This is an optimization exercise on Yosys and OpenROAD, whose aim is a short achievable clock period and few clock cycles, not a production implementation.
Only simulation tests tie the RTL to the original design; equivalence was not proved.
Power is estimated from default activity; no workload was simulated.

<file path="flow/design.v">
`timescale 1ns/1ps
module black_bean(
    clk,
    rst_n,
    IO_MEM_R_DATA,
    IO_MEM_W_DATA,
    IO_MEM_ADDR,
    IO_MEM_R_EN,
    IO_MEM_W_EN
);
input clk, rst_n;
input  [7:0] IO_MEM_R_DATA;
output [7:0] IO_MEM_W_DATA;
output [7:0] IO_MEM_ADDR;
output       IO_MEM_R_EN;
output       IO_MEM_W_EN;
reg [7:0] pc;     
reg [7:0] ar, dr0, dr1, dr2, cr;
reg [7:0] ir;     
reg [7:0] v_q;
reg       wb_ar, wb_dr0, wb_dr1, wb_cr, wb_dr2;
reg [7:0] addr_q, wdata_q;
reg       wen_q;
reg       m_mem;    
reg       m_irx;    
reg       m_jmp;    
reg       m_halt;   
reg [3:0] mt;       
reg       msc;      
assign IO_MEM_R_EN   = 1'b1;
assign IO_MEM_ADDR   = addr_q;
assign IO_MEM_W_DATA = wdata_q;
assign IO_MEM_W_EN   = wen_q;
wire [7:0] rd = IO_MEM_R_DATA;
wire [7:0] ar_e  = wb_ar  ? v_q : ar;
wire [7:0] dr0_e = wb_dr0 ? v_q : dr0;
wire [7:0] dr1_e = wb_dr1 ? v_q : dr1;
wire [7:0] cr_e  = wb_cr  ? v_q : cr;
wire [7:0] dr2_e = wb_dr2 ? v_q : dr2;
wire [7:0] pc1 = pc + 8'd1;
wire [7:0] pc2 = pc + 8'd2;
wire [7:0] pcx  = m_irx ? pc : pc1;        
wire [7:0] pcx1 = m_irx ? pc1 : pc2;       
wire [7:0] dr0_inc = wb_dr0 ? (v_q + 8'd1) : (dr0 + 8'd1);
reg  [8:0] sum;
reg        lt, eq, gt;
reg        alu_stale;
reg  [7:0] re;
always @(*) begin
    case (cr_e)
        8'h11: re = sum[7:0];
        8'h01: re = lt ? 8'h3c : eq ? 8'h3d : 8'h3e;
        8'h10: re = eq ? ar_e : pcx;
        default: re = 8'h00;
    endcase
end
wire [7:0] ad = (cr_e == 8'h11) ? {7'd0, sum[8]} : 8'h00;
reg br_hold;   
always @(*) begin
    case (cr_e)
        8'h01: br_hold = lt;
        8'h02: br_hold = eq;
        8'h03: br_hold = gt;
        8'h04: br_hold = !lt;
        8'h05: br_hold = !eq;
        8'h06: br_hold = !gt;
        default: br_hold = 1'b1;
    endcase
end
wire [7:0] br = br_hold ? pcx : ar_e;
wire [7:0] b = m_irx ? ir : rd;
wire [3:0] s = b[7:4];
wire [3:0] t = b[3:0];
reg [7:0] v;   
always @(*) begin
    case (s)
        4'h1: v = b;
        4'h2: v = pcx;
        4'h3: v = ar_e;
        4'h4: v = (t == 4'h4) ? dr0_inc : dr0_e;
        4'h5: v = dr1_e;
        4'h6: v = (t == 4'h2) ? br : cr_e;
        4'h7: v = dr2_e;
        4'h8: v = re;
        4'h9: v = ad;
        default: v = 8'h00;
    endcase
end
wire s_c     = (s == 4'hc);
wire s_mem   = (s == 4'hc) || (s == 4'hd);
wire t_mem   = (t == 4'hc) || (t == 4'hd);
wire t_reg   = (t != 4'h0) && (t[3] == 1'b0);    
wire halt    = (b == 8'h00);
wire needbus = t_mem || (s_mem && t_reg);
wire is_br   = (s == 4'h6) && (t == 4'h2);
wire stall   = alu_stale && ((s == 4'h8) || (s == 4'h9) || is_br);
wire exec    = !m_mem && !m_halt && !m_jmp;
wire go      = exec && !stall && !halt && !needbus;
always @(posedge clk) begin
    sum <= {1'b0, dr0_e} + {1'b0, dr1_e};
    lt  <= dr0_e < dr1_e;
    eq  <= dr0_e == dr1_e;
    gt  <= dr0_e > dr1_e;
    v_q <= v;
    wdata_q <= v;
    if (!rst_n) begin
        alu_stale <= 1'b1;
        wb_ar  <= 1'b0;
        wb_dr0 <= 1'b0;
        wb_dr1 <= 1'b0;
        wb_cr  <= 1'b0;
        wb_dr2 <= 1'b0;
    end else begin
        alu_stale <= m_mem ? ((mt == 4'h4) || (mt == 4'h5))
                           : (go && ((t == 4'h4) || (t == 4'h5)));
        wb_ar  <= go && (t == 4'h3);
        wb_dr0 <= go && (t == 4'h4);
        wb_dr1 <= go && (t == 4'h5);
        wb_cr  <= go && (t == 4'h6);
        wb_dr2 <= go && (t == 4'h7);
    end
end
always @(posedge clk) begin
    if (!rst_n) begin
        ar  <= 8'h00;
        dr0 <= 8'h00;
        dr1 <= 8'h00;
        dr2 <= 8'h00;
        cr  <= 8'h00;
    end else begin
        if (m_mem && mt == 4'h3) ar <= rd; else if (wb_ar) ar <= v_q;
        if (m_mem && mt == 4'h4) dr0 <= rd; else if (wb_dr0) dr0 <= v_q;
        if (m_mem && mt == 4'h5) dr1 <= rd; else if (wb_dr1) dr1 <= v_q;
        if (m_mem && mt == 4'h6) cr <= rd; else if (wb_cr) cr <= v_q;
        if (m_mem && mt == 4'h7) dr2 <= rd; else if (wb_dr2) dr2 <= v_q;
    end
end
always @(posedge clk) begin
    if (!rst_n) begin
        pc      <= 8'h00;
        ir      <= 8'h00;
        addr_q  <= 8'h00;
        wen_q   <= 1'b0;
        m_mem   <= 1'b0;
        m_irx   <= 1'b0;
        m_jmp   <= 1'b0;
        m_halt  <= 1'b0;
        mt      <= 4'h0;
        msc     <= 1'b0;
    end else if (m_halt) begin
        wen_q   <= 1'b0;
    end else if (m_jmp) begin
        m_jmp  <= 1'b0;
        pc     <= v_q;
        addr_q <= v_q;
    end else if (m_mem) begin
        wen_q <= 1'b0;
        ir    <= rd;
        m_mem <= 1'b0;
        m_irx <= (mt == 4'h1);
        if (mt == 4'h2) begin
            pc     <= rd;
            addr_q <= rd;
        end else if (msc) begin
            pc     <= pc1;
            addr_q <= pc1;
        end else begin
            addr_q <= pc;
        end
    end else if (stall) begin
        wen_q <= 1'b0;
    end else begin
        ir  <= v;
        mt  <= t;
        msc <= s_c;
        if (halt) begin
            m_halt <= 1'b1;
            m_irx  <= 1'b0;
            wen_q  <= 1'b0;
        end else if (needbus) begin
            m_mem  <= 1'b1;
            m_irx  <= 1'b0;
            wen_q  <= t_mem;
            pc     <= pcx;
            addr_q <= (s_c || t == 4'hc) ? pcx : ar_e;
        end else begin
            wen_q  <= 1'b0;
            m_irx  <= (t == 4'h1);
            if (is_br) begin
                pc     <= br;
                addr_q <= br;
            end else if (t == 4'h2) begin
                m_jmp  <= 1'b1;
            end else if (s_c) begin
                pc     <= pcx1;
                addr_q <= pcx1;
            end else begin
                pc     <= pcx;
                addr_q <= pcx;
            end
        end
    end
end
endmodule
</file>
<file path="flow/constraint.sdc">
create_clock -name core_clock -period 5.5 [get_ports {clk}]
set_input_delay 1.1000 -clock core_clock [delete_from_list [all_inputs] [get_ports {clk}]]
set_output_delay 1.1000 -clock core_clock [all_outputs]
set_load 0.01 [all_outputs]
</file>
<file path="flow/config.mk">
export PLATFORM = sky130hd
export DESIGN_NAME = black_bean
export DESIGN_NICKNAME = black_bean
export VERILOG_FILES = /design/flow/design.v
export SDC_FILE = /design/flow/constraint.sdc
export NUM_CORES = 4
export LEC_CHECK = 0
export ABC_CLOCK_PERIOD_IN_PS = 1500
export CAP_MARGIN = 20
export CORE_MARGIN = 2
export CORE_UTILIZATION = 40
export SETUP_SLACK_MARGIN = 4
export SLEW_MARGIN = 20
export TNS_END_PERCENT = 100
</file>
<file path="flow/run.sh">
#!/bin/bash
# synth_recipe.tcl (not shown) runs the flow's synth.tcl, then flattens the netlist and writes it again
# the make line also repeats each setting of config.mk as NAME=value (left out here)
make -C /OpenROAD-flow-scripts/flow DESIGN_CONFIG=/design/flow/config.mk WORK_HOME=/design/flow/orfs CLKGATE_MAP_FILE= SYNTH_SCRIPT=/design/flow/synth_recipe.tcl finish
</file>
==> impl_metrics.sql <==
INSERT INTO impl_metrics (metric_group, metric, value, unit) VALUES
('flow_run', 'cap_violations', '0', ''),
('final_layout', 'fin_util', '0.649', ''),
('timing', 'hold_violations', '0', ''),
('min_path', 'hold_path_class', 'reg -> reg', ''),
('detailed_routing', 'detail_route.first_pass.iterations', '8', ''),
('setup_path', 'critPathMaxFanout', '5', ''),
('synthesis', 'ffs_latches_synth', '100', ''),
('final_layout', 'antenna_cells', '0', ''),
('synthesis', 'synth.net_count', '954', ''),
('synthesis', 'synthesis.area', '0.00744', 'mm^2'),
('final_layout', 'final_cell_count_no_fill', '1342', ''),
('detailed_routing', 'wirelength', '35300', 'um'),
('synthesis', 'post_synth_inst_count', '924', ''),
('floorplanning', 'die_height', '140', 'um'),
('detailed_routing', 'wl_per_cell', '26.3', 'um'),
('clock_network', 'path_clk_slew', '80', 'ps'),
('synthesis', 'netlist-cell-type-count', '99', ''),
('floorplanning', 'std_cell_rows', '49', ''),
('synthesis', 'synthFlopType', 'sky130_fd_sc_hd__dfxtp_1', ''),
('synthesis', 'synth.avg_cell_area', '8.05', 'um^2'),
('synthesis', 'postSynth.asyncResetShare', '0', ''),
('power', 'cellLeakagePower', '0.00454', 'uW'),
('detailed_routing', 'route.detailed.drc', '0', ''),
('clock_network', 'clock_tree.root_cell', 'sky130_fd_sc_hd__clkbuf_16', ''),
('floorplanning', 'boundaryPins', '28', ''),
('place', 'gp_congestion', '0.939', ''),
('timing', 'setup_violations', '0', ''),
('grt', 'grt_max_degree', '56', ''),
('final_layout', 'nNetsFinal', '1138', ''),
('grt', 'number_of_antenna_violations_at_the_first_check_in_global_routing', '0', ''),
('clock_network', 'postCtsHoldBufs', '0', ''),
('power', 'cellPowerDensity', '207', 'mW/mm^2'),
('clock_network', 'cts_tree', 'built', ''),
('floorplanning', 'fp.dieW', '140', 'um'),
('clock_network', 'sink_count_of_the_clock_tree', '100', ''),
('clock_network', 'numCtsBuffers', '9', ''),
('grt', 'grt.total_usage', '0.332', ''),
('setup_path', 'worst_setup_path_end_kind', 'register', ''),
('floorplanning', 'core_region_area', '0.0181', 'mm^2'),
('timing', 'maxSlewHeadroom', '0.399', ''),
('final_layout', 'final_layout_size_suffix_gt1_frac', '0.491', ''),
('detailed_routing', 'route.antenna.remaining_nets', '0', ''),
('detailed_routing', 'via_per_instance_ratio', '6.78', ''),
('detailed_routing', 'drt_first_iter_violations', '1245', ''),
('timing', 'fmax', '0.350', 'GHz'),
('final_layout', 'n_fill_cell', '1364', ''),
('power', 'vdd_drop_max', '0.000207', 'V'),
('final_layout', 'multiInputGateArea', '0.00650', 'mm^2'),
('place', 'place_inst', '1129', ''),
('timing', 'unrepaired_setup_endpoints_after_global_routing', 'true', ''),
('timing', 'max_slew_violation_count', '0', ''),
('timing', 'post_route_minimum_period', '2850', 'ps'),
('place', 'half_perimeter_wire_length_after_detailed_placement', '20900', 'um'),
('floorplanning', 'fp.dieArea', '0.0197', 'mm^2'),
('timing', 'setup_total_negative_slack', '0', 'ps'),
('clock_network', 'ctsHtreeMaxLevel', '3', ''),
('grt', 'vias_in_the_first_global_route', '8187', ''),
('detailed_routing', 'vias', '9101', ''),
('final_layout', 'area_of_all_sequential_standard_cells', '0.00206', 'mm^2'),
('grt', 'grt_pass1_wl', '49600', 'um'),
('final_layout', 'area.growth.synth_to_final', '57.8', '%'),
('synthesis', 'synth-warning-count', '1', ''),
('clock_network', 'cts-root-to-sink-buffers', '2', ''),
('place', 'port_buffers', '26', ''),
('status', 'run_status', 'complete, no violations', ''),
('setup_path', 'cp.arrival', '3130', 'ps'),
('grt', 'overflow', '0', ''),
('synthesis', 'seq_area_frac_synth', '0.269', ''),
('setup_path', 'criticalPathCategory', 'in -> reg', ''),
('floorplanning', 'starting_density', '0.411', ''),
('timing', 'timing_worst_slew_pin_value', '900', 'ps'),
('clock_network', 'worst_skew_pair.late_latency', '380', 'ps'),
('synthesis', 'synth-edff-count', '0', ''),
('setup_path', 'critical_path.startpoint_type', 'input pin', ''),
('timing', 'finalCritPeriodShare', '0.519', ''),
('timing', 'final_clock_skew', '19.6', 'ps'),
('setup_path', 'required', '5770', 'ps');
worst max-delay path: stages:
cell	delay (ps)
sky130_fd_sc_hd__buf_12	110
sky130_fd_sc_hd__buf_6	120
sky130_fd_sc_hd__nor3b_2	170
sky130_fd_sc_hd__o22ai_1	520
sky130_fd_sc_hd__nor3_2	110
sky130_fd_sc_hd__xnor2_1	290
sky130_fd_sc_hd__nor2_1	80
sky130_fd_sc_hd__or3_4	430
sky130_fd_sc_hd__a21o_1	170
layout make-up:
class	instances	share of cell area
Multi-Input combinational cell	721	0.554
Timing Repair Buffer	239	0.203
Sequential cell	100	0.176
Tap cell	229	0.0244
Clock buffer	9	0.0192
Inverter	36	0.0148
Clock inverter	7	0.00704
Timing Repair inverter	1	0.00139
synthesized netlist by cell type, types with 14 or more instances:
library cell | count | area [um^2]
sky130_fd_sc_hd__nand2_1 | 50 | 188
sky130_fd_sc_hd__clkbuf_1 | 47 | 176
sky130_fd_sc_hd__xnor2_1 | 17 | 149
sky130_fd_sc_hd__o21ai_0 | 47 | 235
sky130_fd_sc_hd__nand4_1 | 18 | 113
sky130_fd_sc_hd__o211ai_1 | 18 | 135
sky130_fd_sc_hd__inv_1 | 34 | 128
sky130_fd_sc_hd__ha_1 | 19 | 238
sky130_fd_sc_hd__nand3_1 | 35 | 175
sky130_fd_sc_hd__mux2i_1 | 54 | 541
sky130_fd_sc_hd__mux2_2 | 15 | 169
sky130_fd_sc_hd__a21oi_1 | 31 | 155
sky130_fd_sc_hd__dfxtp_1 | 100 | 2000
sky130_fd_sc_hd__nor2_1 | 97 | 364
sky130_fd_sc_hd__buf_2 | 14 | 70.1
sky130_fd_sc_hd__nor3_1 | 23 | 115
sky130_fd_sc_hd__a211oi_1 | 43 | 323
through the flow:
stage,hold slack [ps],cell area (um^2),power (uW),setup slack (ps)
2_1_floorplan,467,8060,1230,2360
3_3_place_gp,490,8220,1400,1050
3_5_place_dp,492,8220,1400,935
4_1_cts,506,10700,2270,2730
5_1_grt,564,11700,2490,2590
6_report,536,11700,2430,2650
sequential cells by signal, indices dropped and copies added, names as in the netlist, 4 cells and up:
name	cells
mt	4
dr1	8
ar	8
pc	8
ir	8
addr_q	8
cr	8
wdata_q	8
sum	9
dr2	8
dr0	8
cells in the final DEF, fill, tap and decap left out, types with 12 or more instances in the layout:
cell,n
sky130_fd_sc_hd__dfxtp_1,73
sky130_fd_sc_hd__a21oi_1,22
sky130_fd_sc_hd__dfxtp_2,16
sky130_fd_sc_hd__nand3_1,29
sky130_fd_sc_hd__o21ai_0,37
sky130_fd_sc_hd__nand2_1,47
sky130_fd_sc_hd__nor2_2,16
sky130_fd_sc_hd__mux2_2,12
sky130_fd_sc_hd__xnor2_1,16
sky130_fd_sc_hd__nand4_1,18
sky130_fd_sc_hd__nor2_1,71
sky130_fd_sc_hd__o211ai_1,18
sky130_fd_sc_hd__buf_12,15
sky130_fd_sc_hd__inv_1,27
sky130_fd_sc_hd__nor2_4,14
sky130_fd_sc_hd__mux2i_1,32
sky130_fd_sc_hd__buf_4,142
sky130_fd_sc_hd__buf_6,71
sky130_fd_sc_hd__mux2i_4,15
sky130_fd_sc_hd__a211oi_2,38
worst paths after layout:
path,from,to,slack [ps],cells past startpoint
max,IO_MEM_R_DATA[2],ir[4],2650,9
min,addr_q[2],addr_q[2],540,2
max reg2reg,wb_cr,ir[6],2730,8
min reg2reg,addr_q[2],addr_q[2],540,2
routing by layer:
layer | share of wire | vias up | global-route usage
li1 | - | 3865 | -
met1 | 0.39 | 4380 | 0.437
met2 | 0.44 | 657 | 0.509
met3 | 0.11 | 199 | 0.0858
met4 | 0.063 | 0 | 0.159
met5 | 0 | - | 0
cells by family (layout without fill, tap and decap cells):
logic type	Yosys count	in the layout	share of synthesized area
fa+ha+maj	20	20	0.0347
buf+inv	107	292	0.0629
flops	100	100	0.269
other cells	1	1	0.000504
xor+xnor	26	26	0.0306
compound gates	268	270	0.267
mux	70	70	0.0973
simple gates	332	334	0.238
what timing repair did:
item,in CTS,in global routing
resized for setup,345,142
setup buffers,141,46
pin swaps,75,73
cloned,6,4
endpoints found under the setup margin,117,117
report_power, final:
part | total [uW] | internal [uW] | leakage, uW | switching [uW]
Combinational | 848 | 380 | 0.00356 | 468
Sequential | 868 | 774 | 0.000827 | 94.3
Clock | 710 | 362 | 0.000150 | 348
Total | 2430 | 1520 | 0.00454 | 910
Testbench counts, summed over its fixed seeds: cycles 318,900.

-- static timing again, ports no longer ideal --
How much do the figures lean on ideal ports? The routed layout below was timed once more, with nothing changed but the port constraints.
Step 1 assumes that a clkbuf_16 drives the clock port and a buf_2 every other input.
Step 2 moves the port delays by t, midway between the first and last clock arrival at a register: inputs arrive t later, outputs are due t later. That takes back most of the time a late clock gives input paths.
a / b / c = no drivers / after step 1 / after step 2; a / b = the first two.
t (ns): 0.419
setup WS [ns]: 2.645 / 2.648 / 2.228
worst setup path at the end: input to register
clock arrival spread, ns: 0.020 / 0.019
worst data-port slew with drivers (ns): 0.07
After both steps setup and hold are still met in this run. For this run, drivers alone change the setup slack by +0.003 ns; drivers and shift together by -0.417 ns.
